This design comes from an exercise in tuning for small area and a short achievable clock period on the open sky130 flow, not from production work.
At most, simulation tests tie the RTL to the original design; equivalence was not proved.

==> flow/design.v (excerpt) <==
module Lorenz_Encryptor_Top (
    input wire clk,
    input wire rst,
    input wire [7:0]  s_axis_key_tdata,    
    input wire        s_axis_key_tvalid,   
    output wire       s_axis_key_tready,   
    output wire [7:0] m_axis_key_tdata,    
    output wire       m_axis_key_tvalid,   
    input wire        m_axis_key_tready,   
    input wire [7:0]  s_axis_pixel_tdata,   
    input wire        s_axis_pixel_tvalid,  
    output wire       s_axis_pixel_tready,  
    output wire [7:0] m_axis_pixel_tdata,   
    output wire       m_axis_pixel_tvalid,  
    input wire        m_axis_pixel_tready,  
    output wire done
);
    wire [7:0] key_data_out;
    wire key_valid_out;
    wire key_ready_in;
    Lorenz_axi lorenz_inst (
        .clk(clk),
        .rst(rst),
        .key_valid(s_axis_key_tvalid),    
        .key_in(s_axis_key_tdata),        
        .tdata(key_data_out),             
        .tvalid(key_valid_out),           
        .tready(key_ready_in)             
    );
    Encryptor_axi encryptor_inst (
        .clk(clk),
        .rst(rst),
        .pixel_in(s_axis_pixel_tdata),    
        .pixel_valid(s_axis_pixel_tvalid),
        .tdata(key_data_out),             
        .tvalid(key_valid_out),           
        .tready(key_ready_in),            
        .pixel_out(m_axis_pixel_tdata),   
        .done(done)
    );
    assign s_axis_key_tready  = key_ready_in;   
    assign m_axis_key_tdata   = key_data_out;   
    assign m_axis_key_tvalid  = key_valid_out;  
    assign s_axis_pixel_tready = m_axis_pixel_tready;   
    assign m_axis_pixel_tvalid = s_axis_pixel_tvalid;   
endmodule
Settings: LEC_CHECK=0, ABC_AREA=1, CAP_MARGIN=20, CORE_MARGIN=2, CORE_UTILIZATION=40, SLEW_MARGIN=20, SYNTH_HIERARCHICAL=1, SYNTH_MINIMUM_KEEP_SIZE=0; clock period 22.0 ns.
standard.sh (not shown) runs the stock make flow with config.mk's settings and CLKGATE_MAP_FILE= SYNTH_SCRIPT=/design/flow/synth_recipe.tcl, a recipe that flattens the netlist after the stock synthesis.
==> flow/flow/run.sh <==
#!/bin/bash
# The standard layout (standard synthesis included), with the timing
# repair steps aiming at a setup slack of SETUP_SLACK_MARGIN ns instead of 0.
# The make output goes to flow_standard.log; each step's own log is under orfs/logs.
set -uo pipefail
bash standard.sh SETUP_SLACK_MARGIN=12 TNS_END_PERCENT=10 finish > flow_standard.log 2>&1
The starting point completed with no timing, DRC or antenna violations.
Next try:
--- a/flow/flow/run.sh
+++ b/flow/flow/run.sh
@@ -6 +6 @@
-bash standard.sh SETUP_SLACK_MARGIN=12 TNS_END_PERCENT=10 finish > flow_standard.log 2>&1
+bash standard.sh SETUP_SLACK_MARGIN=11.5 TNS_END_PERCENT=0 finish > flow_standard.log 2>&1
- CORE_UTILIZATION: 40 -> 50
Effect: Non-clock buffer count decreases by 61; sequential cell count does not change; count of clock-buffer cells in the layout increases by 2; clock skew increases by 0.051 ns; wire length decreases slightly; setup slack loses 0.085 ns.

* * *

red:
Another version of the RTL of Lorenz_Encryptor_Top (not shown whole).
For scale: roughly 13000 cells after synthesis, about 43 I/O pins, about 100000 um^2 of cells after synthesis.
make LEC_CHECK=0 ABC_AREA=1 CAP_MARGIN=20 CORE_MARGIN=2 CORE_UTILIZATION=60 SLEW_MARGIN=20 finish   # period 22.0 ns
run.sh (not shown) runs the stock make flow with config.mk's settings and CLKGATE_MAP_FILE= SYNTH_SCRIPT=/design/flow/synth_recipe.tcl, a recipe that flattens the netlist after the stock synthesis.
Stock flow here: none of the scripts above is used.
red finished every stage and its layout cleared the timing, DRC and antenna checks.
> inputs changed (red -> blue)
-- flow/config.mk --
<<< red, line 11
export CORE_UTILIZATION = 60
>>> blue, line 11
export CORE_UTILIZATION = 40
Findings:
- Per the comparison of blue with red, number of vias after detailed routing down 4882.
- Compared to red, the routing of blue uses less wire.
- Diff red -> blue: length of routed wiring on met1 shows an increase of about 2%, height of the chip shows an increase of 22%.
No functional check of the RTL was part of any run of this note.

* * *

Setup of harbor:
RTL: one of the versions met above, not the one the previous note started from.
Size in the first run: about 230 flip-flops, roughly 43 I/O pins.
export LEC_CHECK = 0
export ABC_AREA = 1
export CAP_MARGIN = 20
export CORE_MARGIN = 2
export CORE_UTILIZATION = 40
export SLEW_MARGIN = 20
export SYNTH_HIERARCHICAL = 1
export SYNTH_MINIMUM_KEEP_SIZE = 0
create_clock -name core_clock -period 22.0 [get_ports {clk}]
standard.sh (not shown) runs the stock make flow with config.mk's settings and CLKGATE_MAP_FILE= SYNTH_SCRIPT=/design/flow/synth_recipe.tcl, a recipe that flattens the netlist after the stock synthesis.
==> flow/flow/run.sh <==
#!/bin/bash
# The standard layout (standard synthesis included), with the timing
# repair steps aiming at a setup slack of SETUP_SLACK_MARGIN ns instead of 0.
# The make output goes to flow_standard.log; each step's own log is under orfs/logs.
set -uo pipefail
bash standard.sh SETUP_SLACK_MARGIN=11.5 TNS_END_PERCENT=0 finish > flow_standard.log 2>&1
--- input diff harbor..lagoon ---
diff --git a/flow/config.mk b/flow/config.mk
--- a/flow/config.mk
+++ b/flow/config.mk
@@ -11 +11 @@
-export CORE_UTILIZATION = 40
+export CORE_UTILIZATION = 33
==> comparison <==
| floorplan die area | lagoon vs harbor | 0.048 mm^2 higher |
lagoon vs. harbor: non-clock buffer count neither gained nor lost much, setup slack has decreased.
NOTE: met1 track demand over resource in lagoon falls short of that of harbor
Comparing lagoon and harbor, the lower core area was measured on harbor.
| footprint of the multi-input gates | lagoon vs harbor | ≈ equal |
On sequential share of layout area, lagoon and harbor are basically level.
For violet, these inputs were changed with respect to lagoon:
diff --git a/flow/flow/run.sh b/flow/flow/run.sh
--- a/flow/flow/run.sh
+++ b/flow/flow/run.sh
@@ -6 +6 @@
-bash standard.sh SETUP_SLACK_MARGIN=11.5 TNS_END_PERCENT=0 finish > flow_standard.log 2>&1
+bash standard.sh SETUP_SLACK_MARGIN=10.5 TNS_END_PERCENT=0 finish > flow_standard.log 2>&1
diff --git a/flow/config.mk b/flow/config.mk
--- a/flow/config.mk
+++ b/flow/config.mk
@@ -11 +11 @@
-export CORE_UTILIZATION = 33
+export CORE_UTILIZATION = 40
## What came out
Side by side, final worst setup slack turned out higher in violet than in lagoon.
Launching element of the worst setup path: lorenz_inst.x[3] -> lagoon, lorenz_inst.bone[2] -> violet
Antenna diode count ends up lower on violet.
Between lagoon and violet, the difference in area growth from synthesis to layout is negligible.
violet vs. lagoon: critical path depth has decreased, sequential share of layout area stayed essentially flat.
Modified inputs, willow compared to violet
diff --git a/flow/flow/run.sh b/flow/flow/run.sh
--- a/flow/flow/run.sh
+++ b/flow/flow/run.sh
@@ -6 +6 @@
-bash standard.sh SETUP_SLACK_MARGIN=10.5 TNS_END_PERCENT=0 finish > flow_standard.log 2>&1
+bash standard.sh SETUP_SLACK_MARGIN=11 TNS_END_PERCENT=10 SKIP_INCREMENTAL_REPAIR=1 finish > flow_standard.log 2>&1
--- outcome ---
Between violet and willow, the synthesized cell count figures differ only marginally.
violet → willow: delay of the slowest cell on the worst path higher; area of all sequential standard cells lower.
Achievable clock frequency in willow vs violet: down 1.4 MHz
Reg2reg setup slack, violet and willow, higher one = violet.
Per the comparison of willow with violet, share of synthesized cell area in full adder, half adder and majority cells ~0 delta.
Re final setup violation count: no difference whatsoever between willow and violet.
Re full die area: no difference whatsoever between willow and violet.
violet and willow ended up with nearly the same number of flops mapped to enable cells by yosys.
Of the two values seen for master of the slowest instance on the critical path, sky130_fd_sc_hd__o211ai_1 was produced by violet and sky130_fd_sc_hd__xor2_1 by willow.

* * *

## build 30
Lorenz_Encryptor_Top again, from the RTL that the note above started with.
clock: 22.0 ns
lec_check: 0
abc_area: 1
cap_margin: 20
core_margin: 2
core_utilization: 40
slew_margin: 20
synth_hierarchical: 1
synth_minimum_keep_size: 0
==> flow/flow/run.sh <==
#!/bin/bash
# The standard layout (standard synthesis included), with the timing
# repair steps aiming at a setup slack of SETUP_SLACK_MARGIN ns instead of 0.
# The make output goes to flow_standard.log; each step's own log is under orfs/logs.
set -uo pipefail
bash standard.sh SETUP_SLACK_MARGIN=11 TNS_END_PERCENT=10 finish > flow_standard.log 2>&1
The following lists how build 91 was set up differently from build 30:
-- flow/flow/run.sh --
<<< build 30, line 6
bash standard.sh SETUP_SLACK_MARGIN=11 TNS_END_PERCENT=10 finish > flow_standard.log 2>&1
>>> build 91, line 6
bash standard.sh SETUP_SLACK_MARGIN=10 TNS_END_PERCENT=10 finish > flow_standard.log 2>&1
[summary]
- Going from build 30 to build 91, timing-limited maximum frequency went down by about 4%, post-layout net count went down by 126, count of multi-input combinational gates was more or less identical.
- Cell area | build 91 vs build 30 | build 91 smaller
## Diff of input files: build 58 against build 91
-- flow/flow/run.sh --
<<< build 91, line 6
bash standard.sh SETUP_SLACK_MARGIN=10 TNS_END_PERCENT=10 finish > flow_standard.log 2>&1
>>> build 58, line 6
bash standard.sh SETUP_SLACK_MARGIN=11 TNS_END_PERCENT=0 finish > flow_standard.log 2>&1
Results
Against build 91, via count in build 58 rose slightly.
On build 58: total routed wirelength is about 1.5% higher than what build 91 gave.
Delta (build 58 minus build 91): via count of the first global-routing pass now sits higher; clock network latency to the later pin of the worst-skew pair essentially unchanged; non-clock inverter instance count of the final layout ~0 delta.

separate check: timing with driven ports:
In the flow no input, the clock included, has a driving cell. The finished layouts below were timed again as built, in two steps. Step 1, drivers: a clkbuf_16 drives clk and a buf_2 each remaining input, both assumed. Step 2 adds t to the input delays and takes it off the output delays; t is the mean of the earliest and latest rising clock arrival at the registers after step 1. Input paths then give back, and output paths get back, about the clock's delay inside the block. Three values: no drivers, after step 1, after step 2; two values: the first two.
run	t, ns	setup slack, ns	hold slack, ns	worst setup path at the end
the first run of note 1	0.734	10.414 / 10.414 / 10.414	0.484 / 0.484 / 0.484	register to register
the second run of note 1	0.762	10.329 / 10.329 / 10.329	0.475 / 0.475 / 0.475	register to register
red	0.707	6.585 / 6.585 / 6.585	0.498 / 0.498 / 0.498	register to register
blue	0.653	6.724 / 6.724 / 6.724	0.488 / 0.488 / 0.488	register to register
harbor	0.712	10.384 / 10.384 / 10.384	0.473 / 0.473 / 0.473	register to register
lagoon	0.754	10.353 / 10.353 / 10.353	0.472 / 0.472 / 0.472	register to register
violet	0.730	10.479 / 10.479 / 10.479	0.470 / 0.470 / 0.470	register to register
willow	0.703	10.294 / 10.294 / 10.294	0.469 / 0.469 / 0.469	register to register
build 30	0.706	10.531 / 10.531 / 10.531	0.471 / 0.471 / 0.471	register to register
build 91	0.712	10.072 / 10.072 / 10.072	0.469 / 0.469 / 0.469	register to register
build 58	0.706	10.420 / 10.420 / 10.420	0.468 / 0.468 / 0.468	register to register
After both steps setup and hold are still met in every run listed.
